From an optimization exercise on the open Yosys and OpenROAD flow, aimed at small area and a short achievable clock period; shortcuts taken in it are not production practice. No run shown here included a check of the RTL's function; only the layout flow was run. Power and IR drop assume default switching activity.

[design/flow/design.v]
module multiplier (a, b, prod, qnan, infinity, zero, normal, clk);
input [15:0] a, b;
input clk;
output [15:0] prod;
output qnan, infinity, zero, normal;
wire [12:0] bx = {1'b0, ~&b[14:10] & |b[14:10], b[9:0], 1'b0};
wire [5:0] c_bo, c_bt;
genvar gi;
generate for (gi = 0; gi < 6; gi = gi + 1) begin : rec
  assign c_bo[gi] = bx[2*gi+1] ^ bx[2*gi];
  assign c_bt[gi] = (bx[2*gi+2] & ~bx[2*gi+1] & ~bx[2*gi]) | (~bx[2*gi+2] & bx[2*gi+1] & bx[2*gi]);
end endgenerate
reg [10:0] sa;
reg [5:0] bo, bt;
reg [4:0] bn;
reg [4:0] ea, eb;
reg sgn1;
always @(posedge clk) begin
  sa <= {~&a[14:10] & |a[14:10], a[9:0]};
  bo <= c_bo;
  bt <= c_bt;
  bn <= {b[9], b[7], b[5], b[3], b[1]};
  ea <= a[14:10];
  eb <= b[14:10];
  sgn1 <= a[15] ^ b[15];
end
wire b_m0 = ~|{bo[4:0], bt[4:0]};
wire a_m0 = ~|sa[9:0];
wire a_e1 = &ea, b_e1 = &eb;
wire a_n = ~a_e1 & |ea, b_n = ~b_e1 & |eb;
wire a_inf = a_e1 & a_m0, b_inf = b_e1 & b_m0;
wire a_zero = ~a_n & ~a_e1 & a_m0, b_zero = ~b_n & ~b_e1 & b_m0;
wire c_qnan = (a_inf & b_zero) | (b_inf & a_zero);
wire c_zero = ~a_inf & ~b_inf & (a_zero | b_zero);
wire c_fin = ~a_e1 & ~b_e1 & ~a_zero & ~b_zero;
wire [5:0] esum = ea + eb;
wire [4:0] pe_nn = esum[4:0] + 5'd17;
wire [4:0] c_pe0 = (a_n & b_n) ? pe_nn : a_n ? ea : b_n ? eb : 5'd15;
wire [4:0] c_pe1 = c_pe0 + 5'd1;
wire c_f0 = c_fin & (~(a_n & b_n) | (esum <= 6'd45));
wire c_f1 = c_fin & ((a_n & b_n) ? (esum <= 6'd44) : a_n ? (ea != 5'd30) : b_n ? (eb != 5'd30) : 1'b1);
wire pp_0_0 = ~(bn[0] ^ ((bo[0] & sa[0])));
wire pp_0_1 = ~(bn[0] ^ ((bo[0] & sa[1]) | (bt[0] & sa[0])));
wire pp_0_2 = ~(bn[0] ^ ((bo[0] & sa[2]) | (bt[0] & sa[1])));
wire pp_0_3 = ~(bn[0] ^ ((bo[0] & sa[3]) | (bt[0] & sa[2])));
wire pp_0_4 = ~(bn[0] ^ ((bo[0] & sa[4]) | (bt[0] & sa[3])));
wire pp_0_5 = ~(bn[0] ^ ((bo[0] & sa[5]) | (bt[0] & sa[4])));
wire pp_0_6 = ~(bn[0] ^ ((bo[0] & sa[6]) | (bt[0] & sa[5])));
wire pp_0_7 = ~(bn[0] ^ ((bo[0] & sa[7]) | (bt[0] & sa[6])));
wire pp_0_8 = ~(bn[0] ^ ((bo[0] & sa[8]) | (bt[0] & sa[7])));
wire pp_0_9 = ~(bn[0] ^ ((bo[0] & sa[9]) | (bt[0] & sa[8])));
wire pp_0_10 = ~(bn[0] ^ ((bo[0] & sa[10]) | (bt[0] & sa[9])));
wire pp_0_11 = ~(bn[0] ^ ((bt[0] & sa[10])));
wire pp_1_0 = ~(bn[1] ^ ((bo[1] & sa[0])));
wire pp_1_1 = ~(bn[1] ^ ((bo[1] & sa[1]) | (bt[1] & sa[0])));
wire pp_1_2 = ~(bn[1] ^ ((bo[1] & sa[2]) | (bt[1] & sa[1])));
wire pp_1_3 = ~(bn[1] ^ ((bo[1] & sa[3]) | (bt[1] & sa[2])));
wire pp_1_4 = ~(bn[1] ^ ((bo[1] & sa[4]) | (bt[1] & sa[3])));
wire pp_1_5 = ~(bn[1] ^ ((bo[1] & sa[5]) | (bt[1] & sa[4])));
wire pp_1_6 = ~(bn[1] ^ ((bo[1] & sa[6]) | (bt[1] & sa[5])));
wire pp_1_7 = ~(bn[1] ^ ((bo[1] & sa[7]) | (bt[1] & sa[6])));
wire pp_1_8 = ~(bn[1] ^ ((bo[1] & sa[8]) | (bt[1] & sa[7])));
wire pp_1_9 = ~(bn[1] ^ ((bo[1] & sa[9]) | (bt[1] & sa[8])));
wire pp_1_10 = ~(bn[1] ^ ((bo[1] & sa[10]) | (bt[1] & sa[9])));
wire pp_1_11 = ~(bn[1] ^ ((bt[1] & sa[10])));
wire pp_2_0 = ~(bn[2] ^ ((bo[2] & sa[0])));
wire pp_2_1 = ~(bn[2] ^ ((bo[2] & sa[1]) | (bt[2] & sa[0])));
wire pp_2_2 = ~(bn[2] ^ ((bo[2] & sa[2]) | (bt[2] & sa[1])));
wire pp_2_3 = ~(bn[2] ^ ((bo[2] & sa[3]) | (bt[2] & sa[2])));
wire pp_2_4 = ~(bn[2] ^ ((bo[2] & sa[4]) | (bt[2] & sa[3])));
wire pp_2_5 = ~(bn[2] ^ ((bo[2] & sa[5]) | (bt[2] & sa[4])));
wire pp_2_6 = ~(bn[2] ^ ((bo[2] & sa[6]) | (bt[2] & sa[5])));
wire pp_2_7 = ~(bn[2] ^ ((bo[2] & sa[7]) | (bt[2] & sa[6])));
wire pp_2_8 = ~(bn[2] ^ ((bo[2] & sa[8]) | (bt[2] & sa[7])));
wire pp_2_9 = ~(bn[2] ^ ((bo[2] & sa[9]) | (bt[2] & sa[8])));
wire pp_2_10 = ~(bn[2] ^ ((bo[2] & sa[10]) | (bt[2] & sa[9])));
wire pp_2_11 = ~(bn[2] ^ ((bt[2] & sa[10])));
wire pp_3_0 = ~(bn[3] ^ ((bo[3] & sa[0])));
wire pp_3_1 = ~(bn[3] ^ ((bo[3] & sa[1]) | (bt[3] & sa[0])));
wire pp_3_2 = ~(bn[3] ^ ((bo[3] & sa[2]) | (bt[3] & sa[1])));
wire pp_3_3 = ~(bn[3] ^ ((bo[3] & sa[3]) | (bt[3] & sa[2])));
wire pp_3_4 = ~(bn[3] ^ ((bo[3] & sa[4]) | (bt[3] & sa[3])));
wire pp_3_5 = ~(bn[3] ^ ((bo[3] & sa[5]) | (bt[3] & sa[4])));
wire pp_3_6 = ~(bn[3] ^ ((bo[3] & sa[6]) | (bt[3] & sa[5])));
wire pp_3_7 = ~(bn[3] ^ ((bo[3] & sa[7]) | (bt[3] & sa[6])));
wire pp_3_8 = ~(bn[3] ^ ((bo[3] & sa[8]) | (bt[3] & sa[7])));
wire pp_3_9 = ~(bn[3] ^ ((bo[3] & sa[9]) | (bt[3] & sa[8])));
wire pp_3_10 = ~(bn[3] ^ ((bo[3] & sa[10]) | (bt[3] & sa[9])));
wire pp_3_11 = ~(bn[3] ^ ((bt[3] & sa[10])));
wire pp_4_0 = ~(bn[4] ^ ((bo[4] & sa[0])));
wire pp_4_1 = ~(bn[4] ^ ((bo[4] & sa[1]) | (bt[4] & sa[0])));
wire pp_4_2 = ~(bn[4] ^ ((bo[4] & sa[2]) | (bt[4] & sa[1])));
wire pp_4_3 = ~(bn[4] ^ ((bo[4] & sa[3]) | (bt[4] & sa[2])));
wire pp_4_4 = ~(bn[4] ^ ((bo[4] & sa[4]) | (bt[4] & sa[3])));
wire pp_4_5 = ~(bn[4] ^ ((bo[4] & sa[5]) | (bt[4] & sa[4])));
wire pp_4_6 = ~(bn[4] ^ ((bo[4] & sa[6]) | (bt[4] & sa[5])));
wire pp_4_7 = ~(bn[4] ^ ((bo[4] & sa[7]) | (bt[4] & sa[6])));
wire pp_4_8 = ~(bn[4] ^ ((bo[4] & sa[8]) | (bt[4] & sa[7])));
wire pp_4_9 = ~(bn[4] ^ ((bo[4] & sa[9]) | (bt[4] & sa[8])));
wire pp_4_10 = ~(bn[4] ^ ((bo[4] & sa[10]) | (bt[4] & sa[9])));
wire pp_4_11 = ~(bn[4] ^ ((bt[4] & sa[10])));
wire pp_5_0 = ~((bo[5] & sa[0]));
wire pp_5_1 = ~((bo[5] & sa[1]) | (bt[5] & sa[0]));
wire pp_5_2 = ~((bo[5] & sa[2]) | (bt[5] & sa[1]));
wire pp_5_3 = ~((bo[5] & sa[3]) | (bt[5] & sa[2]));
wire pp_5_4 = ~((bo[5] & sa[4]) | (bt[5] & sa[3]));
wire pp_5_5 = ~((bo[5] & sa[5]) | (bt[5] & sa[4]));
wire pp_5_6 = ~((bo[5] & sa[6]) | (bt[5] & sa[5]));
wire pp_5_7 = ~((bo[5] & sa[7]) | (bt[5] & sa[6]));
wire pp_5_8 = ~((bo[5] & sa[8]) | (bt[5] & sa[7]));
wire pp_5_9 = ~((bo[5] & sa[9]) | (bt[5] & sa[8]));
wire pp_5_10 = ~((bo[5] & sa[10]) | (bt[5] & sa[9]));
wire pp_5_11 = ~((bt[5] & sa[10]));
wire [4:0] bnn = ~bn;
wire s1, c2, s3, c4, s5, c6, s7, c8, s9, c10, s11, c12, s13, c14, s15, c16, s17, c18, s19, c20, s21, c22, s23, c24, s25, c26, s27, c28, s29, c30, s31, c32, s33, c34, s35, c36, s37, c38, s39, s40, c41, s42, c43, s44, c45, s46, c47, s48, c49, s50, c51, s52, c53, s54, c55, s56, c57, s58, c59, s60, c61, s62, c63, s64, c65, s66, c67, s68, c69, s70, s71, c72, s73, c74, s75, c76, s77, c78, s79, c80, s81, c82, s83, c84, s85, c86, s87, c88, s89, c90, s91, c92, s93, c94, s95, c96, s97, c98, s99, c100, s101, c102, s103, c104, s105, c106, s107, c108, s109;
nhs us1 (.a(pp_0_6), .b(pp_1_4), .y(s1));
nhc uc2 (.a(pp_0_6), .b(pp_1_4), .y(c2));
nhs us3 (.a(pp_0_7), .b(pp_1_5), .y(s3));
nhc uc4 (.a(pp_0_7), .b(pp_1_5), .y(c4));
fa us5 (.y(pp_0_8), .x(pp_1_6), .cin(pp_2_4), .sum(s5), .cout(c6));
nhs us7 (.a(pp_3_2), .b(pp_4_0), .y(s7));
nhc uc8 (.a(pp_3_2), .b(pp_4_0), .y(c8));
fa us9 (.y(pp_0_9), .x(pp_1_7), .cin(pp_2_5), .sum(s9), .cout(c10));
nhs us11 (.a(pp_3_3), .b(pp_4_1), .y(s11));
nhc uc12 (.a(pp_3_3), .b(pp_4_1), .y(c12));
fa us13 (.y(pp_0_10), .x(pp_1_8), .cin(pp_2_6), .sum(s13), .cout(c14));
fa us15 (.y(pp_3_4), .x(pp_4_2), .cin(pp_5_0), .sum(s15), .cout(c16));
fa us17 (.y(pp_0_11), .x(pp_1_9), .cin(pp_2_7), .sum(s17), .cout(c18));
fa us19 (.y(pp_3_5), .x(pp_4_3), .cin(pp_5_1), .sum(s19), .cout(c20));
fa us21 (.y(pp_1_10), .x(pp_2_8), .cin(pp_3_6), .sum(s21), .cout(c22));
fa us23 (.y(pp_4_4), .x(pp_5_2), .cin(bnn[0]), .sum(s23), .cout(c24));
fa us25 (.y(pp_1_11), .x(pp_2_9), .cin(pp_3_7), .sum(s25), .cout(c26));
fa us27 (.y(pp_4_5), .x(pp_5_3), .cin(bnn[0]), .sum(s27), .cout(c28));
fa us29 (.y(pp_2_10), .x(pp_3_8), .cin(pp_4_6), .sum(s29), .cout(c30));
fa us31 (.y(pp_5_4), .x(bn[0]), .cin(bn[1]), .sum(s31), .cout(c32));
ha us33 (.a(pp_2_11), .b(pp_3_9), .sum(s33), .cout(c34));
nhs us35 (.a(pp_4_7), .b(pp_5_5), .y(s35));
nhc uc36 (.a(pp_4_7), .b(pp_5_5), .y(c36));
fa us37 (.y(pp_3_10), .x(pp_4_8), .cin(pp_5_6), .sum(s37), .cout(c38));
assign s39 = ~pp_3_11;
nhs us40 (.a(pp_0_4), .b(pp_1_2), .y(s40));
nhc uc41 (.a(pp_0_4), .b(pp_1_2), .y(c41));
nhs us42 (.a(pp_0_5), .b(pp_1_3), .y(s42));
nhc uc43 (.a(pp_0_5), .b(pp_1_3), .y(c43));
fa us44 (.y(pp_2_2), .x(pp_3_0), .cin(bnn[3]), .sum(s44), .cout(c45));
fa us46 (.y(pp_2_3), .x(pp_3_1), .cin(c2), .sum(s46), .cout(c47));
fa us48 (.y(bnn[4]), .x(c4), .cin(s7), .sum(s48), .cout(c49));
fa us50 (.y(c8), .x(s11), .cin(c6), .sum(s50), .cout(c51));
fa us52 (.y(c12), .x(c10), .cin(s13), .sum(s52), .cout(c53));
fa us54 (.y(c14), .x(c16), .cin(s17), .sum(s54), .cout(c55));
fa us56 (.y(c18), .x(c20), .cin(s21), .sum(s56), .cout(c57));
fa us58 (.y(c22), .x(s25), .cin(c24), .sum(s58), .cout(c59));
fa us60 (.y(c26), .x(s29), .cin(c28), .sum(s60), .cout(c61));
fa us62 (.y(s35), .x(s33), .cin(c30), .sum(s62), .cout(c63));
fa us64 (.y(bn[2]), .x(c34), .cin(c36), .sum(s64), .cout(c65));
fa us66 (.y(pp_4_9), .x(pp_5_7), .cin(s39), .sum(s66), .cout(c67));
fa us68 (.y(pp_3_11), .x(pp_4_10), .cin(pp_5_8), .sum(s68), .cout(c69));
assign s70 = ~pp_4_11;
nhs us71 (.a(pp_0_2), .b(pp_1_0), .y(s71));
nhc uc72 (.a(pp_0_2), .b(pp_1_0), .y(c72));
nhs us73 (.a(pp_0_3), .b(pp_1_1), .y(s73));
nhc uc74 (.a(pp_0_3), .b(pp_1_1), .y(c74));
fa us75 (.y(pp_2_0), .x(bnn[2]), .cin(s40), .sum(s75), .cout(c76));
fa us77 (.y(pp_2_1), .x(c41), .cin(s42), .sum(s77), .cout(c78));
fa us79 (.y(c43), .x(s1), .cin(s44), .sum(s79), .cout(c80));
fa us81 (.y(s3), .x(c45), .cin(s46), .sum(s81), .cout(c82));
fa us83 (.y(s5), .x(c47), .cin(s48), .sum(s83), .cout(c84));
fa us85 (.y(s9), .x(c49), .cin(s50), .sum(s85), .cout(c86));
fa us87 (.y(s15), .x(c51), .cin(s52), .sum(s87), .cout(c88));
fa us89 (.y(s19), .x(c53), .cin(s54), .sum(s89), .cout(c90));
fa us91 (.y(s23), .x(c55), .cin(s56), .sum(s91), .cout(c92));
fa us93 (.y(s27), .x(c57), .cin(s58), .sum(s93), .cout(c94));
fa us95 (.y(s31), .x(c59), .cin(s60), .sum(s95), .cout(c96));
fa us97 (.y(c32), .x(s62), .cin(c61), .sum(s97), .cout(c98));
fa us99 (.y(s37), .x(s64), .cin(c63), .sum(s99), .cout(c100));
fa us101 (.y(c38), .x(s66), .cin(c65), .sum(s101), .cout(c102));
fa us103 (.y(bn[3]), .x(c67), .cin(s68), .sum(s103), .cout(c104));
fa us105 (.y(pp_5_9), .x(s70), .cin(c69), .sum(s105), .cout(c106));
fa us107 (.y(pp_4_11), .x(pp_5_10), .cin(bn[4]), .sum(s107), .cout(c108));
assign s109 = ~pp_5_11;
wire [21:0] ra_n = {s109, s107, c104, s103, s101, s99, c96, c94, c92, c90, c88, c86, c84, c82, c80, c78, c76, c74, c72, bnn[1], pp_0_1, pp_0_0};
wire [21:0] rb_n = {c108, c106, s105, c102, c100, c98, s97, s95, s93, s91, s89, s87, s85, s83, s81, s79, s77, s75, s73, s71, 1'b1, bnn[0]};
wire [21:0] ck = ra_n & rb_n;
wire [21:0] cp = ra_n ^ rb_n;
wire G0_1 = ck[1] | (cp[1] & (ra_n[0] | rb_n[0]));
wire G0_2 = ck[2] | (cp[2] & ck[1]);
wire P0_2 = cp[2] & cp[1];
wire G0_3 = ck[3] | (cp[3] & ck[2]);
wire P0_3 = cp[3] & cp[2];
wire G0_4 = ck[4] | (cp[4] & ck[3]);
wire P0_4 = cp[4] & cp[3];
wire G0_5 = ck[5] | (cp[5] & ck[4]);
wire P0_5 = cp[5] & cp[4];
wire G0_6 = ck[6] | (cp[6] & ck[5]);
wire P0_6 = cp[6] & cp[5];
wire G0_7 = ck[7] | (cp[7] & ck[6]);
wire P0_7 = cp[7] & cp[6];
wire G0_8 = ck[8] | (cp[8] & ck[7]);
wire P0_8 = cp[8] & cp[7];
wire G0_9 = ck[9] | (cp[9] & ck[8]);
wire P0_9 = cp[9] & cp[8];
wire G0_10 = ck[10] | (cp[10] & ck[9]);
wire P0_10 = cp[10] & cp[9];
wire G0_11 = ck[11] | (cp[11] & ck[10]);
wire P0_11 = cp[11] & cp[10];
wire G0_12 = ck[12] | (cp[12] & ck[11]);
wire P0_12 = cp[12] & cp[11];
wire G0_13 = ck[13] | (cp[13] & ck[12]);
wire P0_13 = cp[13] & cp[12];
wire G0_14 = ck[14] | (cp[14] & ck[13]);
wire P0_14 = cp[14] & cp[13];
wire G0_15 = ck[15] | (cp[15] & ck[14]);
wire P0_15 = cp[15] & cp[14];
wire G0_16 = ck[16] | (cp[16] & ck[15]);
wire P0_16 = cp[16] & cp[15];
wire G0_17 = ck[17] | (cp[17] & ck[16]);
wire P0_17 = cp[17] & cp[16];
wire G0_18 = ck[18] | (cp[18] & ck[17]);
wire P0_18 = cp[18] & cp[17];
wire G0_19 = ck[19] | (cp[19] & ck[18]);
wire P0_19 = cp[19] & cp[18];
wire G0_20 = ck[20] | (cp[20] & ck[19]);
wire P0_20 = cp[20] & cp[19];
wire G0_21 = ck[21] | (cp[21] & ck[20]);
wire P0_21 = cp[21] & cp[20];
wire G1_2 = G0_2 | (P0_2 & (ra_n[0] | rb_n[0]));
wire G1_3 = G0_3 | (P0_3 & G0_1);
wire G1_4 = G0_4 | (P0_4 & G0_2);
wire P1_4 = P0_4 & P0_2;
wire G1_5 = G0_5 | (P0_5 & G0_3);
wire P1_5 = P0_5 & P0_3;
wire G1_6 = G0_6 | (P0_6 & G0_4);
wire P1_6 = P0_6 & P0_4;
wire G1_7 = G0_7 | (P0_7 & G0_5);
wire P1_7 = P0_7 & P0_5;
wire G1_8 = G0_8 | (P0_8 & G0_6);
wire P1_8 = P0_8 & P0_6;
wire G1_9 = G0_9 | (P0_9 & G0_7);
wire P1_9 = P0_9 & P0_7;
wire G1_10 = G0_10 | (P0_10 & G0_8);
wire P1_10 = P0_10 & P0_8;
wire G1_11 = G0_11 | (P0_11 & G0_9);
wire P1_11 = P0_11 & P0_9;
wire G1_12 = G0_12 | (P0_12 & G0_10);
wire P1_12 = P0_12 & P0_10;
wire G1_13 = G0_13 | (P0_13 & G0_11);
wire P1_13 = P0_13 & P0_11;
wire G1_14 = G0_14 | (P0_14 & G0_12);
wire P1_14 = P0_14 & P0_12;
wire G1_15 = G0_15 | (P0_15 & G0_13);
wire P1_15 = P0_15 & P0_13;
wire G1_16 = G0_16 | (P0_16 & G0_14);
wire P1_16 = P0_16 & P0_14;
wire G1_17 = G0_17 | (P0_17 & G0_15);
wire P1_17 = P0_17 & P0_15;
wire G1_18 = G0_18 | (P0_18 & G0_16);
wire P1_18 = P0_18 & P0_16;
wire G1_19 = G0_19 | (P0_19 & G0_17);
wire P1_19 = P0_19 & P0_17;
wire G1_20 = G0_20 | (P0_20 & G0_18);
wire P1_20 = P0_20 & P0_18;
wire G1_21 = G0_21 | (P0_21 & G0_19);
wire P1_21 = P0_21 & P0_19;
wire G2_4 = G1_4 | (P1_4 & (ra_n[0] | rb_n[0]));
wire G2_5 = G1_5 | (P1_5 & G0_1);
wire G2_6 = G1_6 | (P1_6 & G1_2);
wire G2_7 = G1_7 | (P1_7 & G1_3);
wire G2_8 = G1_8 | (P1_8 & G1_4);
wire P2_8 = P1_8 & P1_4;
wire G2_9 = G1_9 | (P1_9 & G1_5);
wire P2_9 = P1_9 & P1_5;
wire G2_10 = G1_10 | (P1_10 & G1_6);
wire P2_10 = P1_10 & P1_6;
wire G2_11 = G1_11 | (P1_11 & G1_7);
wire P2_11 = P1_11 & P1_7;
wire G2_12 = G1_12 | (P1_12 & G1_8);
wire P2_12 = P1_12 & P1_8;
wire G2_13 = G1_13 | (P1_13 & G1_9);
wire P2_13 = P1_13 & P1_9;
wire G2_14 = G1_14 | (P1_14 & G1_10);
wire P2_14 = P1_14 & P1_10;
wire G2_15 = G1_15 | (P1_15 & G1_11);
wire P2_15 = P1_15 & P1_11;
wire G2_16 = G1_16 | (P1_16 & G1_12);
wire P2_16 = P1_16 & P1_12;
wire G2_17 = G1_17 | (P1_17 & G1_13);
wire P2_17 = P1_17 & P1_13;
wire G2_18 = G1_18 | (P1_18 & G1_14);
wire P2_18 = P1_18 & P1_14;
wire G2_19 = G1_19 | (P1_19 & G1_15);
wire P2_19 = P1_19 & P1_15;
wire G2_20 = G1_20 | (P1_20 & G1_16);
wire P2_20 = P1_20 & P1_16;
wire G2_21 = G1_21 | (P1_21 & G1_17);
wire P2_21 = P1_21 & P1_17;
wire G3_8 = G2_8 | (P2_8 & (ra_n[0] | rb_n[0]));
wire G3_9 = G2_9 | (P2_9 & G0_1);
wire G3_10 = G2_10 | (P2_10 & G1_2);
wire G3_11 = G2_11 | (P2_11 & G1_3);
wire G3_12 = G2_12 | (P2_12 & G2_4);
wire G3_13 = G2_13 | (P2_13 & G2_5);
wire G3_14 = G2_14 | (P2_14 & G2_6);
wire G3_15 = G2_15 | (P2_15 & G2_7);
wire G3_16 = G2_16 | (P2_16 & G2_8);
wire P3_16 = P2_16 & P2_8;
wire G3_17 = G2_17 | (P2_17 & G2_9);
wire P3_17 = P2_17 & P2_9;
wire G3_18 = G2_18 | (P2_18 & G2_10);
wire P3_18 = P2_18 & P2_10;
wire G3_19 = G2_19 | (P2_19 & G2_11);
wire P3_19 = P2_19 & P2_11;
wire G3_20 = G2_20 | (P2_20 & G2_12);
wire P3_20 = P2_20 & P2_12;
wire G3_21 = G2_21 | (P2_21 & G2_13);
wire P3_21 = P2_21 & P2_13;
wire G4_16 = G3_16 | (P3_16 & (ra_n[0] | rb_n[0]));
wire G4_17 = G3_17 | (P3_17 & G0_1);
wire G4_18 = G3_18 | (P3_18 & G1_2);
wire G4_19 = G3_19 | (P3_19 & G1_3);
wire G4_20 = G3_20 | (P3_20 & G2_4);
wire G4_21 = G3_21 | (P3_21 & G2_5);
wire [22:0] ncy;
assign ncy[0] = 1'b1;
assign ncy[1] = (ra_n[0] | rb_n[0]);
assign ncy[2] = G0_1;
assign ncy[3] = G1_2;
assign ncy[4] = G1_3;
assign ncy[5] = G2_4;
assign ncy[6] = G2_5;
assign ncy[7] = G2_6;
assign ncy[8] = G2_7;
assign ncy[9] = G3_8;
assign ncy[10] = G3_9;
assign ncy[11] = G3_10;
assign ncy[12] = G3_11;
assign ncy[13] = G3_12;
assign ncy[14] = G3_13;
assign ncy[15] = G3_14;
assign ncy[16] = G3_15;
assign ncy[17] = G4_16;
assign ncy[18] = G4_17;
assign ncy[19] = G4_18;
assign ncy[20] = G4_19;
assign ncy[21] = G4_20;
assign ncy[22] = G4_21;
wire [21:0] raw = ~(cp ^ ncy[21:0]);
reg [11:0] r2;
reg hin2, sgn2, q2, z2, f02, f12;
reg [4:0] e02, e12;
always @(posedge clk) begin
  r2 <= raw[21:10];
  hin2 <= ~raw[21];
  sgn2 <= sgn1;
  q2 <= c_qnan;
  z2 <= c_zero;
  f02 <= c_f0;
  f12 <= c_f1;
  e02 <= c_f0 ? c_pe0 : {5{~c_zero}};
  e12 <= c_f1 ? c_pe1 : {5{~c_zero}};
end
wire hi = r2[11];
wire lo = hin2;
wire fin = (hi & f12) | (lo & f02);
assign qnan = q2;
assign zero = z2;
assign normal = fin;
assign infinity = ~(q2 | z2 | fin);
assign prod[15] = sgn2;
assign prod[14:10] = ({5{hi}} & e12) | ({5{lo}} & e02);
assign prod[9:0] = ({10{hi & f12}} & r2[10:1]) | ({10{lo & f02}} & r2[9:0]) | {q2, 3'b000, q2, 1'b0, q2, 1'b0, q2, 1'b0};
endmodule
module nhs (a, b, y);
input a, b;
output y;
assign y = ~(a ^ b);
endmodule
module nhc (a, b, y);
input a, b;
output y;
assign y = a | b;
endmodule
module g_xor2 (a, b, y);
input a, b;
output y;
assign y = a ^ b;
endmodule
module g_xnor2 (a, b, y);
input a, b;
output y;
assign y = ~(a ^ b);
endmodule
module g_nor2 (a, b, y);
input a, b;
output y;
assign y = ~(a | b);
endmodule
module g_nand2 (a, b, y);
input a, b;
output y;
assign y = ~(a & b);
endmodule
module g_inv (a, y);
input a;
output y;
assign y = ~a;
endmodule
module g_a21oi (a, b, c, y);
input a, b, c;
output y;
assign y = ~((a & b) | c);
endmodule
module g_o21ai (a, b, c, y);
input a, b, c;
output y;
assign y = ~((a | b) & c);
endmodule
module xr2 (a, b, y);
input a, b;
output y;
assign y = a ^ b;
endmodule
module ha (a, b, sum, cout);
input a, b;
output sum, cout;
assign sum = a ^ b;
assign cout = a & b;
endmodule
module fa (x, y, cin, sum, cout);
input x, y, cin;
output sum, cout;
assign sum = x ^ y ^ cin;
assign cout = (x & y) | (x & cin) | (y & cin);
endmodule
[design/flow/flow/run.sh]
#!/bin/bash
set -euo pipefail
cp standard.sh standard_copy.sh
sed "s|^make -C|make SETUP_SLACK_MARGIN=7.8 'CTS_ARGS=-sink_clustering_enable -repair_clock_nets -buf_list sky130_fd_sc_hd__clkbuf_8 -dont_use_dummy_load' -C|" standard.sh > tight.sh
grep -q "SETUP_SLACK_MARGIN=7.8 'CTS_ARGS=" tight.sh
bash tight.sh > make_flow.log 2>&1
[design/flow/standard.sh]
#!/bin/bash
# synth_recipe.tcl (not shown) runs the flow's synth.tcl, then flattens the netlist and writes it again
# the make line also repeats each setting of config.mk as NAME=value (left out here)
make -C /OpenROAD-flow-scripts/flow DESIGN_CONFIG=/design/flow/config.mk WORK_HOME=/design/flow/orfs CLKGATE_MAP_FILE= SYNTH_SCRIPT=/design/flow/synth_recipe.tcl "${@:-finish}"
[design/flow/config.mk]
export PLATFORM = sky130hd
export DESIGN_NAME = multiplier
export DESIGN_NICKNAME = multiplier
export VERILOG_FILES = /design/flow/design.v
export SDC_FILE = /design/flow/constraint.sdc
export NUM_CORES = 4
export LEC_CHECK = 0
export CAP_MARGIN = 20
export CORE_MARGIN = 2
export CORE_UTILIZATION = 62
export CTS_BUF_LIST = sky130_fd_sc_hd__clkbuf_8
export PLACE_DENSITY = 0.75
export SLEW_MARGIN = 20
export SYNTH_HIERARCHICAL = 1
[design/flow/constraint.sdc]
create_clock -name core_clock -period 12.0 [get_ports {clk}]
set_input_delay 2.4000 -clock core_clock [delete_from_list [all_inputs] [get_ports {clk}]]
set_output_delay 2.4000 -clock core_clock [all_outputs]
set_load 0.01 [all_outputs]
==> reports/summary.json, run 1 <==
{
  "detail_routed_via_count_per_cell": 6.33,
  "wire_length_of_the_first_global_routing_pass_mm": 21.2,
  "post_synth_instance_area_um2": 5400,
  "dp_cells": 687,
  "final-hold-violation-count": 0,
  "gr-total-overflow": 0,
  "fmax_mhz": 243,
  "crit_path_end_kind": "output port",
  "dieWidth_um": 97.3,
  "reg2reg_to": "r2[9]",
  "setup.worst_path.start_class": "flop",
  "power.ir.vdd_worst_mv": 0.175,
  "ff2ff_setup_slack_ps": 7990,
  "power.leakage_nw": 2.41,
  "port-buffer-count": 52,
  "placed_cell_area_um2": 5920,
  "powerDensity_nw_per_um2": 257,
  "seq_area_frac_synth": 0.248,
  "timing.setup.tns_ps": 0,
  "hold_buffers": 0,
  "cts.reportedPaths.clkPinSlew_ps": 90,
  "design_area_um2": 6230,
  "crit_path_max_fanout": 11,
  "crit_required_ps": 9600,
  "tritoncts": "yes",
  "post-route-min-period_ps": 4110,
  "worstMarginPinSlew_ps": 707,
  "worstPathArrival_ps": 1710,
  "die_area_um2": 9470,
  "areaGrowthSynthToFinish_pct": 15.4,
  "ctsHtreeMaxLevel": 3,
  "count_of_vias_placed_by_the_detailed_router": 4479,
  "initial_utilization": 0.628,
  "worst_skew_pair.late_latency_ps": 350,
  "number_of_flops_mapped_to_enable_cells_by_yosys": 0,
  "layout_worst_path_cycle_share": 0.342,
  "hold_start": "sgn1",
  "first_pass_iteration_count_of_the_detailed_router": 6,
  "cts_buffers": 9,
  "avgRoutedWirePerCell_um": 17.7,
  "async_set_reset_flop_share_out_of_synthesis": 0,
  "fin_cells": 708,
  "hold_path_end": "sgn2",
  "i_o_pin_total": 53,
  "worst_hold_path_type": "reg2reg",
  "antenna_found_initial": 0,
  "detail_route.drc_violations": 0,
  "first_global_vias": 4535,
  "layout-drive-gt1-share": 0.103,
  "drv_slew": 0,
  "setup_violations": 0,
  "synth-warning-count": 7,
  "fin_worst_skew_ps": 41.2,
  "floorplan.rows": 34,
  "gp_weighted_congestion": 0.898,
  "regToRegStartpoint": "bn[3]",
  "grt_setup_unrepaired": "true",
  "numClockSinks": 67,
  "gr-usage-all-layers": 0.275,
  "clock_tree.buffer_depth": 2,
  "syn_avg_cell_area_um2": 9.60,
  "drt_first_iter_violations": 301,
  "design.final.nets": 709,
  "drv_cap": 0,
  "synth-main-ff-cell": "dfxtp_1",
  "grt_start_max_net_pins": 14,
  "crit_type": "reg2out",
  "postSynthCellCount": 562,
  "holdPathStages": 0,
  "timing.final.ws_setup_ps": 7890,
  "detail-route-antenna-nets": 0,
  "r2r.worst_path.cells": 12,
  "pre_cts_ws_ps": 7590,
  "mappedNetlistNets": 669,
  "cts-root-buf": "clkbuf_8",
  "synth_cell_types": 57,
  "core_um2": 8590,
  "slew_headroom": 0.526,
  "num_antenna_cells": 0,
  "routed_wirelength_mm": 12.5,
  "outcome": "finished clean",
  "detailedPlacementHpwl_mm": 9.42,
  "postSynthRegisterBits": 67,
  "die_height_um": 97.3
}
## cells by family after synthesis
group | after synthesis | synth area share
AOI/OAI and AO/OA | 154 | 0.205
xor gates and xnor gates | 93 | 0.153
adders and majority gates | 74 | 0.233
buffers and inverters | 55 | 0.0392
DFF | 67 | 0.248
muxes | 3 | 0.00649
and+or+nand+nor | 116 | 0.115
## report_power, final
| part | total [mW] | internal (mW) | leakage [nW] | switching, mW |
|---|---|---|---|---|
| sequential | 0.330 | 0.284 | 0.566 | 0.0459 |
| clock | 0.138 | 0.0666 | 0.0647 | 0.0715 |
| combinational | 1.13 | 0.545 | 1.78 | 0.587 |
| total | 1.60 | 0.896 | 2.41 | 0.704 |
## critical path, stage by stage (launching register included)
cell,delay [ps]
dfxtp_2,360
and2_4,190
a221o_1,350
clkdlybuf4s50_1,490
## modules after synthesis, one instance, submodules excluded
module | cells inside | flops+latches | cell area (µm²)
fa | 1 | 0 | 20.0
ha | 1 | 0 | 12.5
multiplier | 500 | 67 | 4390
nhc | 1 | 0 | 6.26
nhs | 1 | 0 | 8.76
## through the flow
stage / power [mW] / util / hold WS (ps)
after floorplan: 1.14 / - / 310
after global placement: 1.41 / 0.689 / 316
after detailed placement: 1.43 / 0.689 / 328
after CTS: 1.58 / 0.711 / 348
after global routing: 1.75 / 0.725 / 361
final: 1.60 / 0.725 / 346
## synth_stat cells (3+ instances only)
| cell type | count | area [µm²] |
|---|---|---|
| nor4_1 | 6 | 37.5 |
| nand2b_1 | 6 | 37.5 |
| ha_1 | 30 | 375 |
| and2_1 | 3 | 18.8 |
| nand3b_1 | 4 | 30.0 |
| nand2_1 | 25 | 93.8 |
| nor3_1 | 7 | 35.0 |
| and4_1 | 3 | 26.3 |
| a22oi_1 | 59 | 443 |
| nor2b_1 | 3 | 18.8 |
| buf_1 | 4 | 15.0 |
| or2_1 | 9 | 56.3 |
| fa_1 | 44 | 881 |
| clkbuf_1 | 29 | 109 |
| a221o_1 | 4 | 40.0 |
| o211ai_1 | 3 | 22.5 |
| o21ai_0 | 11 | 55.1 |
| dfxtp_1 | 67 | 1340 |
| and3_1 | 5 | 31.3 |
| nor2_1 | 19 | 71.3 |
| inv_1 | 18 | 67.6 |
| a22o_1 | 11 | 96.3 |
| xor2_1 | 14 | 123 |
| o31ai_1 | 4 | 30.0 |
| nand3_1 | 13 | 65.1 |
| o21a_1 | 3 | 22.5 |
| a211oi_1 | 7 | 52.6 |
| or2_2 | 3 | 18.8 |
| xnor2_1 | 78 | 683 |
| a21oi_1 | 27 | 135 |
| a21o_1 | 6 | 45.0 |
## cell type report
| cell class | count | area [µm²] |
|---|---|---|
| Multi-Input combinational cell | 440 | 3870 |
| Fill cell | 672 | 2370 |
| Sequential cell | 67 | 1380 |
| Timing Repair Buffer | 64 | 622 |
| Tap cell | 108 | 135 |
| Clock buffer | 9 | 124 |
| Inverter | 20 | 91.3 |
## placed cells by master, fill, tap and decap left out, drive strengths merged, types with 4 or more instances in the layout
master / count
ha: 30
inv: 17
a21oi: 27
clkbuf: 9
or2: 12
o31ai: 4
nand3b: 4
nor4: 6
nand2: 25
buf: 12
xnor2: 78
nor2: 19
a22oi: 59
a221o: 4
o21ai: 11
nor3: 7
a22o: 11
nand3: 13
and3: 5
clkdlybuf4s50: 51
nand2b: 6
xor2: 14
dfxtp: 67
fa: 44
a21o: 6
a211oi: 7
## sequential cells by signal, indices dropped and copies added, names as in the netlist
register	flops
bn	5
bo	6
bt	6
e02	5
e12	5
ea	5
eb	5
f02	1
f12	1
hin2	1
q2	1
r2	12
sa	11
sgn1	1
sgn2	1
z2	1
## routing by layer
layer | part of all wire | track usage | vias up | wire, µm
met1 | 0.43 | 0.360 | 2154 | 5320
met5 | 0 | 0 | - | 0
li1 | - | - | 2086 | -
met4 | 0.031 | 0.111 | 0 | 384
met2 | 0.48 | 0.456 | 206 | 5980
met3 | 0.065 | 0.0460 | 33 | 814
## how the worst max path moves through the flow
stage	start	to	slack, ps	cells after the start
final	hin2	prod[9]	7890	3
after global routing	bn[3]	r2[8]	7760	14
after CTS	r2[11]	prod[7]	7800	3
after detailed placement	bn[2]	r2[9]	7590	13
after global placement	bn[2]	r2[8]	7740	13
after floorplan	bn[3]	hin2	7890	14
## timing repair
item                                    CTS  global route
endpoints found under the setup margin   19            19
gates resized for setup                  13            31
hold endpoints to repair                  0             0
setup buffers                             7             5
==> run 2, diff against run 1 <==
==> design/flow/flow/run.sh (replaced) <==
#!/bin/bash
set -euo pipefail
cp standard.sh standard_copy.sh
sed "s|^make -C|make SETUP_SLACK_MARGIN=7.95 'CTS_ARGS=-sink_clustering_enable -repair_clock_nets -buf_list sky130_fd_sc_hd__clkbuf_8 -dont_use_dummy_load' -C|" standard.sh > tight.sh
grep -q "SETUP_SLACK_MARGIN=7.95 'CTS_ARGS=" tight.sh
bash tight.sh > make_flow.log 2>&1
==> run 2 against run 1 <==
Via count down 0.71%. Maximum frequency up 1.8%. Worst setup slack better by 74 ps. Clock skew down 12 ps. Cell count up 0.99%. Clock power about the same. Synthesized cell count unchanged. Die area unchanged. Core utilization up 1.2 points. Area after synthesis unchanged. Wire length up 0.79%. Still clean.
==> reports/summary.json, run 2 <==
{
  "largest_register_ff_count": 12,
  "cts_buffers": 9,
  "drv_cap": 0,
  "power.leakage_nw": 2.50,
  "crit_type": "reg2reg",
  "floorplan.rows": 34,
  "drt_first_iter_violations": 286,
  "final-hold-violation-count": 0,
  "synth-warning-count": 7,
  "setup_violations": 0,
  "async_set_reset_flop_share_out_of_synthesis": 0,
  "fin_cells": 715,
  "fin_worst_skew_ps": 29.4,
  "regMostFlops": "r2",
  "fmax_mhz": 248,
  "most-common-layout-cells": "xnor2_1, a22oi_1, fa_1",
  "die_area_um2": 9470,
  "number_of_flops_mapped_to_enable_cells_by_yosys": 0,
  "crit_top_cell": "fa_1",
  "seq_area_frac_synth": 0.248,
  "slew_headroom": 0.525,
  "ff2ff_setup_slack_ps": 7970,
  "setup.worst_path.start_class": "flop",
  "layout-drive-gt1-share": 0.124,
  "critPathMaxStageDelay_ps": 540,
  "crit_path_max_fanout": 9,
  "count_of_vias_placed_by_the_detailed_router": 4447,
  "synth-main-ff-cell": "dfxtp_1",
  "final_util": 0.736,
  "worstMarginPinSlew_ps": 708,
  "core_um2": 8590,
  "num_antenna_cells": 0,
  "die_height_um": 97.3,
  "clock_tree.buffer_depth": 2,
  "detail-route-antenna-nets": 0,
  "crit_required_ps": 12280,
  "tritoncts": "yes",
  "layout_worst_path_cycle_share": 0.336,
  "syn_avg_cell_area_um2": 9.60,
  "worst_hold_path_type": "reg2reg",
  "layout_top_registers": "r2 (12), sa (11)",
  "gp_weighted_congestion": 0.899,
  "mappedNetlistNets": 669,
  "yosysTopAreaCellShare": 0.248,
  "detailedPlacementHpwl_mm": 9.38,
  "first_pass_iteration_count_of_the_detailed_router": 5,
  "i_o_pin_total": 53,
  "dp_cells": 687,
  "powerDensity_nw_per_um2": 254,
  "cts.reportedPaths.clkPinSlew_ps": 80,
  "postSynthRegisterBits": 67,
  "gr-total-overflow": 0,
  "hold_buffers": 0,
  "critPathTopFamily": "adder cells",
  "worst-path-buf-inv": 1,
  "cts-root-buf": "clkbuf_8",
  "outcome": "finished clean",
  "design.final.nets": 716,
  "first_global_vias": 4406,
  "worstPathArrival_ps": 4310,
  "critical_path.cell_chain": "clkinvlp_4 -> xnor2_1 -> fa_1 -> fa_1 -> fa_1 -> ha_1 -> a21o_1 -> o21bai_1 -> a21o_1 -> a21oi_1 -> o31ai_1 -> a21oi_1 -> xor2_1",
  "areaGrowthSynthToFinish_pct": 17.2,
  "gr-usage-all-layers": 0.273,
  "routed_wirelength_mm": 12.6,
  "postSynthCellCount": 562,
  "cp_slowest_cell": "fa_1",
  "post-route-min-period_ps": 4030,
  "netlist_top_cells_count": "xnor2_1, dfxtp_1, a22oi_1, fa_1, ha_1",
  "timing.setup.tns_ps": 0,
  "crit_path_end_kind": "flop",
  "antenna_found_initial": 0,
  "drv_slew": 0,
  "ctsHtreeMaxLevel": 3,
  "grt_start_max_net_pins": 14,
  "detail_route.drc_violations": 0,
  "power.ir.vdd_worst_mv": 0.173,
  "avgRoutedWirePerCell_um": 17.6,
  "timing.final.ws_setup_ps": 7970,
  "initial_utilization": 0.628,
  "wire_length_of_the_first_global_routing_pass_mm": 21.0,
  "detail_routed_via_count_per_cell": 6.22,
  "report.power.total_mw": 1.61,
  "worst_skew_pair.late_latency_ps": 360,
  "pre_cts_ws_ps": 7600,
  "synth_area_leaders": "dfxtp_1, fa_1, xnor2_1, a22oi_1, ha_1",
  "dieWidth_um": 97.3,
  "yosysTopAreaCell": "dfxtp_1",
  "grt_setup_unrepaired": "true",
  "port-buffer-count": 52,
  "most_instantiated_library_cell_after_synthesis": "xnor2_1",
  "synth_cell_types": 57,
  "numClockSinks": 67,
  "commonest_non_fill_non_tap_cell_in_the_layout": "xnor2_1",
  "post_synth_instance_area_um2": 5400
}
==> run 2: power by group <==
group	switching, mW	internal (mW)
logic	0.593	0.543
clock network	0.0732	0.0666
registers	0.0463	0.285
total	0.713	0.895
==> run 2: path summary, 6_finish.rpt <==
kind | startpoint | end | cells past startpoint
worst max-delay path | bn[3] | r2[8] | 13
worst min-delay path | sgn1 | sgn2 | 0
worst max register to register | bn[3] | r2[8] | 13
worst min register to register | sgn1 | sgn2 | 0
==> run 2: per-layer routing <==
layer	GRT usage	wire length [µm]	vias up	part of all wire
met1	0.364	5480	2162	0.44
li1	-	-	2103	-
met4	0.103	301	0	0.024
met3	0.0460	707	25	0.056
met5	0	0	-	0
met2	0.448	6110	157	0.48
==> run 2: timing repair <==
item	in CTS	in global routing
setup endpoints to repair	22	18
cloned	0	2
pin swaps	0	3
buffers inserted	10	7
resized for setup	35	33
hold endpoints to repair	0	0
==> run 2: logic make-up after synthesis <==
logic type | after synthesis | synth area share
muxes | 3 | 0.00649
xor gates and xnor gates | 93 | 0.153
DFF | 67 | 0.248
adders and majority gates | 74 | 0.233
and+or+nand+nor | 116 | 0.115
AOI/OAI and AO/OA | 154 | 0.205
buffers and inverters | 55 | 0.0392
==> run 2: area by class of cell <==
class / instances / area, µm²
clock buffers: 9 / 124
fillers: 651 / 2270
inverters: 20 / 93.8
multi-input cells: 442 / 3900
flip-flops and latches: 67 / 1400
well taps: 108 / 135
repair buffers: 69 / 669
==> run 2: Yosys stat by module (local to each module, per instance) <==
module / area [µm²] / cells / flops+latches
multiplier: 4390 / 500 / 67
fa: 20.0 / 1 / 0
ha: 12.5 / 1 / 0
nhs: 8.76 / 1 / 0
nhc: 6.26 / 1 / 0
==> run 2: per-stage QoR <==
| step | area, µm² | hold slack, ps |
|---|---|---|
| after global placement | 5920 | 316 |
| after floorplan | 5400 | 310 |
| after CTS | 6160 | 322 |
| after detailed placement | 5920 | 320 |
| after global routing | 6330 | 334 |
| final | 6330 | 317 |
==> run 3, diff against run 2 <==
--- a/design/flow/design.v
+++ b/design/flow/design.v
@@ -13,5 +13,5 @@
 reg [10:0] sa;
 reg [5:0] bo, bt;
-reg [4:0] bn;
+reg [4:0] bn, bnn;
 reg [4:0] ea, eb;
 reg sgn1;
@@ -21,4 +21,5 @@
   bt <= c_bt;
   bn <= {b[9], b[7], b[5], b[3], b[1]};
+  bnn <= ~{b[9], b[7], b[5], b[3], b[1]};
   ea <= a[14:10];
   eb <= b[14:10];
@@ -112,5 +113,4 @@
 wire pp_5_10 = ~((bo[5] & sa[10]) | (bt[5] & sa[9]));
 wire pp_5_11 = ~((bt[5] & sa[10]));
-wire [4:0] bnn = ~bn;
 wire s1, c2, s3, c4, s5, c6, s7, c8, s9, c10, s11, c12, s13, c14, s15, c16, s17, c18, s19, c20, s21, c22, s23, c24, s25, c26, s27, c28, s29, c30, s31, c32, s33, c34, s35, c36, s37, c38, s39, s40, c41, s42, c43, s44, c45, s46, c47, s48, c49, s50, c51, s52, c53, s54, c55, s56, c57, s58, c59, s60, c61, s62, c63, s64, c65, s66, c67, s68, c69, s70, s71, c72, s73, c74, s75, c76, s77, c78, s79, c80, s81, c82, s83, c84, s85, c86, s87, c88, s89, c90, s91, c92, s93, c94, s95, c96, s97, c98, s99, c100, s101, c102, s103, c104, s105, c106, s107, c108, s109;
 nhs us1 (.a(pp_0_6), .b(pp_1_4), .y(s1));
@@ -345,28 +345,26 @@
 assign ncy[22] = G4_21;
 wire [21:0] raw = ~(cp ^ ncy[21:0]);
-reg [11:0] r2;
-reg hin2, sgn2, q2, z2, f02, f12;
-reg [4:0] e02, e12;
+wire c_f01 = c_f0 & ~c_f1;
+reg [10:0] r2;
+reg s02, s12, nf2, sgn2, q2, z2;
+reg [4:0] pe02, pe12;
 always @(posedge clk) begin
-  r2 <= raw[21:10];
-  hin2 <= ~raw[21];
+  r2 <= raw[20:10];
+  s12 <= raw[21] & c_f1;
+  s02 <= ~raw[21] & c_f0;
+  nf2 <= ~c_zero & (~c_f0 | (raw[21] & c_f01));
   sgn2 <= sgn1;
   q2 <= c_qnan;
   z2 <= c_zero;
-  f02 <= c_f0;
-  f12 <= c_f1;
-  e02 <= c_f0 ? c_pe0 : {5{~c_zero}};
-  e12 <= c_f1 ? c_pe1 : {5{~c_zero}};
+  pe02 <= c_pe0;
+  pe12 <= c_pe1;
 end
-wire hi = r2[11];
-wire lo = hin2;
-wire fin = (hi & f12) | (lo & f02);
 assign qnan = q2;
 assign zero = z2;
-assign normal = fin;
-assign infinity = ~(q2 | z2 | fin);
+assign normal = s12 | s02;
+assign infinity = nf2 & ~q2;
 assign prod[15] = sgn2;
-assign prod[14:10] = ({5{hi}} & e12) | ({5{lo}} & e02);
-assign prod[9:0] = ({10{hi & f12}} & r2[10:1]) | ({10{lo & f02}} & r2[9:0]) | {q2, 3'b000, q2, 1'b0, q2, 1'b0, q2, 1'b0};
+assign prod[14:10] = ({5{s12}} & pe12) | ({5{s02}} & pe02) | {5{nf2}};
+assign prod[9:0] = ({10{s12}} & r2[10:1]) | ({10{s02}} & r2[9:0]) | {q2, 3'b000, q2, 1'b0, q2, 1'b0, q2, 1'b0};
 endmodule
 module nhs (a, b, y);
==> run 3 against run 2 <==
Cell count rose by 1.5%. Global-route usage rose by 1.8 points. Synthesized cell count rose by 5.7%. Sequential cell count rose by 4. Design area rose by 1.5%. Worst setup slack improved by 51 ps. Sequential power rose by 8.2%. Maximum frequency rose by 1.3%. Wire length rose by 11%.
==> reports/summary.json, run 3 <==
{
  "commonest_non_fill_non_tap_cell_in_the_layout": "xor2_1",
  "post-route-min-period_ps": 3980,
  "post_synth_fa_ha_maj_area_fraction": 0.227,
  "detail_routed_via_count_per_cell": 6.43,
  "postSynthCellCount": 594,
  "setup.worst_path.start_class": "flop",
  "hold_buffers": 0,
  "main_combinational_cell_family_by_area_after_synthesis": "adder cells",
  "critPathTopFamily": "buffers and inverters",
  "powerDensity_nw_per_um2": 279,
  "avgRoutedWirePerCell_um": 19.2,
  "mappedNetlistNets": 702,
  "crit_path_end_kind": "output port",
  "synth_compound_gate_area_share": 0.207,
  "initial_utilization": 0.641,
  "crit_required_ps": 9600,
  "holdPathStages": 0,
  "async_set_reset_flop_share_out_of_synthesis": 0,
  "gp_weighted_congestion": 0.935,
  "hold_path_end": "sgn2",
  "antenna_found_initial": 0,
  "seq_area_frac_synth": 0.254,
  "worst-path-buf-inv": 1,
  "yosysTopAreaCell": "dfxtp_1",
  "cts_post_setup_buffers_inserted": 0,
  "wire_length_of_the_first_global_routing_pass_mm": 22.7,
  "power.ir.vdd_worst_mv": 0.170,
  "synth_xor_xnor_area_share": 0.141,
  "detail_route.drc_violations": 0,
  "cts-root-buf": "clkbuf_8",
  "synth.mux.area_fraction": 0.00918,
  "ff2ff_setup_slack_ps": 8100,
  "detail-route-antenna-nets": 0,
  "worst_hold_path_type": "reg2reg",
  "areaGrowthSynthToFinish_pct": 14.9,
  "grt_setup_unrepaired": "true",
  "cts.reportedPaths.clkPinSlew_ps": 80,
  "fmax_mhz": 251,
  "reg2reg_to": "r2[8]",
  "gr-total-overflow": 0,
  "timing.final.ws_setup_ps": 8020,
  "numClockSinks": 71,
  "first_global_vias": 4543,
  "drt_first_iter_violations": 371,
  "synth-warning-count": 7,
  "core_um2": 8720,
  "layout_top_registers": "r2 (11), sa (11)",
  "worstPathArrival_ps": 1580,
  "die_height_um": 99.0,
  "cts_buffers": 9,
  "postSynthRegisterBits": 71,
  "layout_worst_path_cycle_share": 0.332,
  "detailedPlacementHpwl_mm": 10.5,
  "synth_area_leaders": "dfxtp_1, fa_1, xor2_1, a22oi_1, ha_1",
  "dieWidth_um": 99.0,
  "r2r.worst_path.cells": 13,
  "first_pass_iteration_count_of_the_detailed_router": 5,
  "critPathMaxStageDelay_ps": 490,
  "die_area_um2": 9790,
  "pre_cts_ws_ps": 7700,
  "grt_start_max_net_pins": 17,
  "fillCellCount": 643,
  "netlist_top_cells_count": "dfxtp_1, xor2_1, a22oi_1, fa_1, nand2_1",
  "synth-main-ff-cell": "dfxtp_1",
  "critical_path.cell_chain": "a221o_1 -> clkdlybuf4s50_1",
  "tritoncts": "yes",
  "floorplan.rows": 34,
  "crit_type": "reg2out",
  "drv_cap": 0,
  "most-common-layout-cells": "xor2_1, a22oi_1, clkdlybuf4s50_1",
  "hold_start": "sgn1",
  "fin_worst_skew_ps": 23.8,
  "clock_tree.buffer_depth": 2,
  "worst_skew_pair.late_latency_ps": 350,
  "worstMarginPinSlew_ps": 540,
  "port-buffer-count": 52,
  "ctsHtreeMaxLevel": 3,
  "count_of_vias_placed_by_the_detailed_router": 4670,
  "slew_headroom": 0.639,
  "crit_path_max_fanout": 16,
  "timing.setup.tns_ps": 0,
  "design.final.nets": 728,
  "most_instantiated_library_cell_after_synthesis": "dfxtp_1",
  "layout-drive-gt1-share": 0.110,
  "post_synth_instance_area_um2": 5590,
  "drv_slew": 0,
  "post_synth_and_or_nand_nor_area_fraction": 0.122,
  "synth_cell_types": 56,
  "number_of_flops_mapped_to_enable_cells_by_yosys": 0,
  "i_o_pin_total": 53,
  "outcome": "finished clean",
  "power.leakage_nw": 2.52,
  "gr-usage-all-layers": 0.291,
  "routed_wirelength_mm": 14.0,
  "regToRegStartpoint": "sa[7]",
  "cp_slowest_cell": "clkdlybuf4s50_1",
  "yosysTopAreaCellShare": 0.254,
  "setup_violations": 0,
  "final-hold-violation-count": 0,
  "num_antenna_cells": 0,
  "syn_avg_cell_area_um2": 9.41
}
==> run 3: cell count changes in the layout (fill, tap and decap cells not counted), moves of 7 or more <==
cell / change
xnor2_1: -53
xor2_1: +51
buf_4: -15
nand2_1: +12
nor2_1: +10
clkdlybuf4s50_1: +9
a21oi_1: -7
a221o_1: +7
a22oi_2: +7
==> run 3: worst max path at each step <==
| stage | from | to | slack, ps | depth (start not counted) |
|---|---|---|---|---|
| after global routing | sa[7] | s12 | 7890 | 13 |
| final | s02 | prod[14] | 8020 | 2 |
| after floorplan | bn[4] | s02 | 7980 | 14 |
| after CTS | bn[1] | r2[10] | 7950 | 12 |
| after detailed placement | bn[1] | r2[10] | 7700 | 12 |
| after global placement | bn[3] | s02 | 7800 | 12 |
==> run 3: cell families (layout without fill, tap and decap cells) <==
kind of cell / count (synthesis) / after routing
adders and majority gates: 75 / 75
buffers and inverters: 58 / 82
and+or+nand+nor: 139 / 139
AOI/OAI and AO/OA: 156 / 156
muxes: 5 / 5
xor gates and xnor gates: 90 / 90
DFF: 71 / 71
==> run 3: metal layers <==
| metal | GRT usage | wire [µm] |
|---|---|---|
| met3 | 0.0475 | 1070 |
| met2 | 0.441 | 6370 |
| met5 | 0 | 0 |
| met1 | 0.432 | 6210 |
| met4 | 0.0875 | 299 |
==> run 3: metrics by stage <==
step,power (mW),area [µm²],hold slack (ps),utilization,std cells
3_3_place_gp,1.49,6100,313,0.700,717
6_report,1.79,6420,339,0.736,726
3_5_place_dp,1.53,6100,326,0.700,717
4_1_cts,1.68,6260,346,0.718,726
2_1_floorplan,1.23,5590,310,-,594
5_1_grt,1.94,6420,348,0.736,726
==> run 3: final cells by class <==
class	instances	area, µm²	share of cell area
flip-flops and latches	71	1480	0.231
repair buffers	52	520	0.0810
multi-input cells	465	4080	0.636
clock buffers	9	124	0.0193
inverters	21	78.8	0.0123
well taps	108	135	0.0210
==> run 3: timing repair <==
| action | in CTS | in global routing |
|---|---|---|
| resized for setup | 24 | 38 |
| endpoints found under the setup margin | 23 | 9 |
| hold endpoints to repair | 0 | 0 |
| pin swaps | 0 | 2 |
==> run 3: worst reg2reg max path, stage by stage, from the launching register on <==
cell and delay [ps]:
dfxtp_2 520, a22oi_2 160, xor2_2 210, fa_1 460, fa_1 520, fa_1 430, ha_1 370, a21oi_1 110
o21bai_1 160, a21o_1 150, a21o_1 150, a21oi_4 50, a2111oi_2 390, o21ai_1 120
==> run 3: modules after synthesis (local to each module, per instance) <==
module      flip-flops and latches  copies in the design  cell area, µm²
nhc                              0                     9            6.26
nhs                              0                     9            8.76
fa                               0                    43            20.0
multiplier                      71                     1            4580
ha                               0                     1            12.5
==> run 3: power breakdown <==
group,switching (mW),leakage [nW],internal (mW)
Combinational,0.680,1.86,0.611
Clock,0.0782,0.0647,0.0669
Sequential,0.0610,0.602,0.298
==> run 4, diff against run 3 <==
==> design/flow/flow/run.sh (replaced) <==
#!/bin/bash
set -euo pipefail
cp standard.sh standard_copy.sh
sed "s|^make -C|make SETUP_SLACK_MARGIN=7.8 'CTS_ARGS=-sink_clustering_enable -repair_clock_nets -buf_list sky130_fd_sc_hd__clkbuf_8 -dont_use_dummy_load' -C|" standard.sh > tight.sh
grep -q "SETUP_SLACK_MARGIN=7.8 'CTS_ARGS=" tight.sh
bash tight.sh > make_flow.log 2>&1
==> run 4 against run 3 <==
Combinational power decreased by 5%. First-iteration DRC count decreased by 5.1%. Die area unchanged. Largest cell class unchanged. Worst setup slack got worse by 67 ps. Critical endpoint is now s12. Core utilization decreased by 1.4 points. Via count decreased by 2.9%. Clock power about the same.
==> reports/summary.json, run 4 <==
{
  "outcome": "finished clean",
  "initial_utilization": 0.641,
  "cts_buffers": 9,
  "pre_cts_ws_ps": 7700,
  "port-buffer-count": 52,
  "worst-path-buf-inv": 0,
  "yosysTopAreaCellShare": 0.254,
  "detail-route-antenna-nets": 0,
  "critPathTopFamily": "adder cells",
  "yosysTopAreaCell": "dfxtp_1",
  "crit_required_ps": 12260,
  "most-common-layout-cells": "xor2_1, a22oi_1, clkdlybuf4s50_1",
  "async_set_reset_flop_share_out_of_synthesis": 0,
  "grt_start_max_net_pins": 17,
  "layout-drive-gt1-share": 0.0874,
  "fin_worst_skew_ps": 19.5,
  "detailedPlacementHpwl_mm": 10.6,
  "switchingPower_uw": 804,
  "setup_violations": 0,
  "post-route-min-period_ps": 4050,
  "most_instantiated_library_cell_after_synthesis": "dfxtp_1",
  "postSynthRegisterBits": 71,
  "layout_worst_path_cycle_share": 0.338,
  "antenna_found_initial": 0,
  "ctsHtreeMaxLevel": 3,
  "worst_skew_pair.late_latency_ps": 360,
  "synth-main-ff-cell": "dfxtp_1",
  "syn_avg_cell_area_um2": 9.41,
  "power.leakage_nw": 2.51,
  "design.final.nets": 728,
  "powerDensity_nw_per_um2": 275,
  "crit_path_end_kind": "flop",
  "drv_cap": 0,
  "slew_headroom": 0.656,
  "critPathMaxStageDelay_ps": 510,
  "routed_wirelength_mm": 13.6,
  "power.ir.vdd_worst_mv": 0.172,
  "drv_slew": 0,
  "synth_cell_types": 56,
  "share_comb_of_total_power": 0.710,
  "num_antenna_cells": 0,
  "postSynthCellCount": 594,
  "dieWidth_um": 99.0,
  "cts_post_setup_buffers_inserted": 0,
  "seqCellArea_um2": 1460,
  "crit_path_max_fanout": 12,
  "cts-root-buf": "clkbuf_8",
  "tritoncts": "yes",
  "number_of_flops_mapped_to_enable_cells_by_yosys": 0,
  "numClockSinks": 71,
  "areaGrowthSynthToFinish_pct": 12.6,
  "die_height_um": 99.0,
  "fmax_mhz": 247,
  "setup.worst_path.start_class": "flop",
  "count_of_vias_placed_by_the_detailed_router": 4535,
  "fillCellCount": 680,
  "wire_length_of_the_first_global_routing_pass_mm": 23.0,
  "critical_path.cell_chain": "a22oi_1 -> xor2_1 -> fa_1 -> fa_1 -> fa_1 -> ha_1 -> and4_1 -> and3_1 -> nand3_1 -> o22ai_2 -> o21a_1 -> nor2_1 -> nor3_1",
  "grt_setup_unrepaired": "true",
  "worstMarginPinSlew_ps": 511,
  "synth-warning-count": 7,
  "detail_route.drc_violations": 0,
  "detail_routed_via_count_per_cell": 6.25,
  "first_pass_iteration_count_of_the_detailed_router": 6,
  "gr-usage-all-layers": 0.295,
  "drt_first_iter_violations": 352,
  "avgRoutedWirePerCell_um": 18.7,
  "synth_area_leaders": "dfxtp_1, fa_1, xor2_1, a22oi_1, ha_1",
  "gp_weighted_congestion": 0.969,
  "whs_ps": 335,
  "clkPwrFrac": 0.084,
  "commonest_non_fill_non_tap_cell_in_the_layout": "xor2_1",
  "seqPwrFrac": 0.205,
  "first_global_vias": 4642,
  "clock_tree.buffer_depth": 2,
  "layout_top_registers": "r2 (11), sa (11)",
  "i_o_pin_total": 53,
  "final-hold-violation-count": 0,
  "fin_cells": 726,
  "timing.setup.tns_ps": 0,
  "seq_area_frac_synth": 0.254,
  "die_area_um2": 9790,
  "crit_type": "reg2reg",
  "netlist_top_cells_count": "dfxtp_1, xor2_1, a22oi_1, fa_1, nand2_1",
  "core_um2": 8720,
  "design_area_um2": 6300,
  "footprint_of_the_multi_input_gates_um2": 3980,
  "floorplan.rows": 34,
  "worst_hold_path_type": "reg2reg",
  "sw_frac_of_total": 0.464,
  "post_synth_instance_area_um2": 5590,
  "crit_top_cell": "fa_1",
  "cellInternalPower_uw": 928,
  "placed_cell_area_um2": 6100,
  "gr-total-overflow": 0,
  "dp_cells": 717,
  "mappedNetlistNets": 702,
  "worstPathArrival_ps": 4310,
  "cp_slowest_cell": "fa_1",
  "timing.final.ws_setup_ps": 7950,
  "cts.reportedPaths.clkPinSlew_ps": 80
}
[run 4: cell counts after synthesis]
No cell type changed its count.
[run 4: cell families after synthesis]
logic type | Yosys count | synth area share
compound gates | 156 | 0.207
simple gates | 139 | 0.122
xor+xnor | 90 | 0.141
fa+ha+maj | 75 | 0.227
flops | 71 | 0.254
buf+inv | 58 | 0.0396
mux | 5 | 0.00918
[run 4: power by group through the flow]
stage / Sequential, mW / Clock, mW / Combinational (mW)
2_1_floorplan: 0.318 / 0 / 0.908
3_3_place_gp: 0.356 / 0 / 1.14
3_5_place_dp: 0.358 / 0 / 1.18
4_1_cts: 0.353 / 0.147 / 1.19
5_1_grt: 0.363 / 0.162 / 1.36
6_report: 0.355 / 0.146 / 1.23
[run 4: modules after synthesis, one instance, submodules excluded]
module,flip-flops and latches,cells inside,times used
multiplier,71,532,1
fa,0,1,43
ha,0,1,1
nhs,0,1,9
nhc,0,1,9
[run 4: final cells by class]
class,count,share of cell area
Timing Repair Buffer,52,0.0827
Tap cell,108,0.0215
Multi-Input combinational cell,465,0.631
Sequential cell,71,0.232
Inverter,21,0.0125
Clock buffer,9,0.0197
[run 4: path summary, 6_finish.rpt]
check | startpoint | endpoint | slack [ps] | cells after the start
max | bo[2] | s12 | 7950 | 13
min | sgn1 | sgn2 | 330 | 0
max reg2reg | bo[2] | s12 | 7950 | 13
min reg2reg | sgn1 | sgn2 | 330 | 0
[run 4: timing repair]
action | in CTS | in global routing
gates resized for setup | 9 | 29
hold buffers | 0 | 0
endpoints found under the setup margin | 4 | 24
[run 4: stage by stage]
stage | power [mW] | util
after global placement | 1.49 | 0.700
after CTS | 1.69 | 0.715
after detailed placement | 1.54 | 0.700
after floorplan | 1.23 | -
after global routing | 1.89 | 0.722
final | 1.73 | 0.722
[run 4: layer usage]
layer  part of all wire  track usage
met5                  0            0
met4              0.021        0.101
met3              0.071       0.0518
met2               0.45        0.446
met1               0.45        0.429

[port drivers added, routing unchanged]
The results above use ideal ports. As a check the final layouts listed here were re-extracted and re-timed, cells and wires unchanged. Step 1 sets driving cells, clkbuf_16 on the clock port and buf_2 on the other inputs (assumed; they add their load-dependent delay and slew). Step 2 adds t to the input delays and takes it off the output delays; t is the mean of the earliest and latest rising clock arrival at the registers after step 1. Input paths then give back, and output paths get back, about the clock's delay inside the block. a / b / c = ideal ports / drivers / drivers and shift; a / b = the first two.
run	shift t [ns]	setup slack, ns	clock arrival spread, ns
run 1	0.363	7.892 / 7.859 / 7.992	0.042 / 0.042
run 2	0.373	7.967 / 7.965 / 7.967	0.030 / 0.029
run 3	0.377	8.017 / 7.983 / 8.061	0.024 / 0.024
run 4	0.380	7.950 / 7.950 / 7.950	0.019 / 0.020
After both steps setup and hold are still met in every run listed.
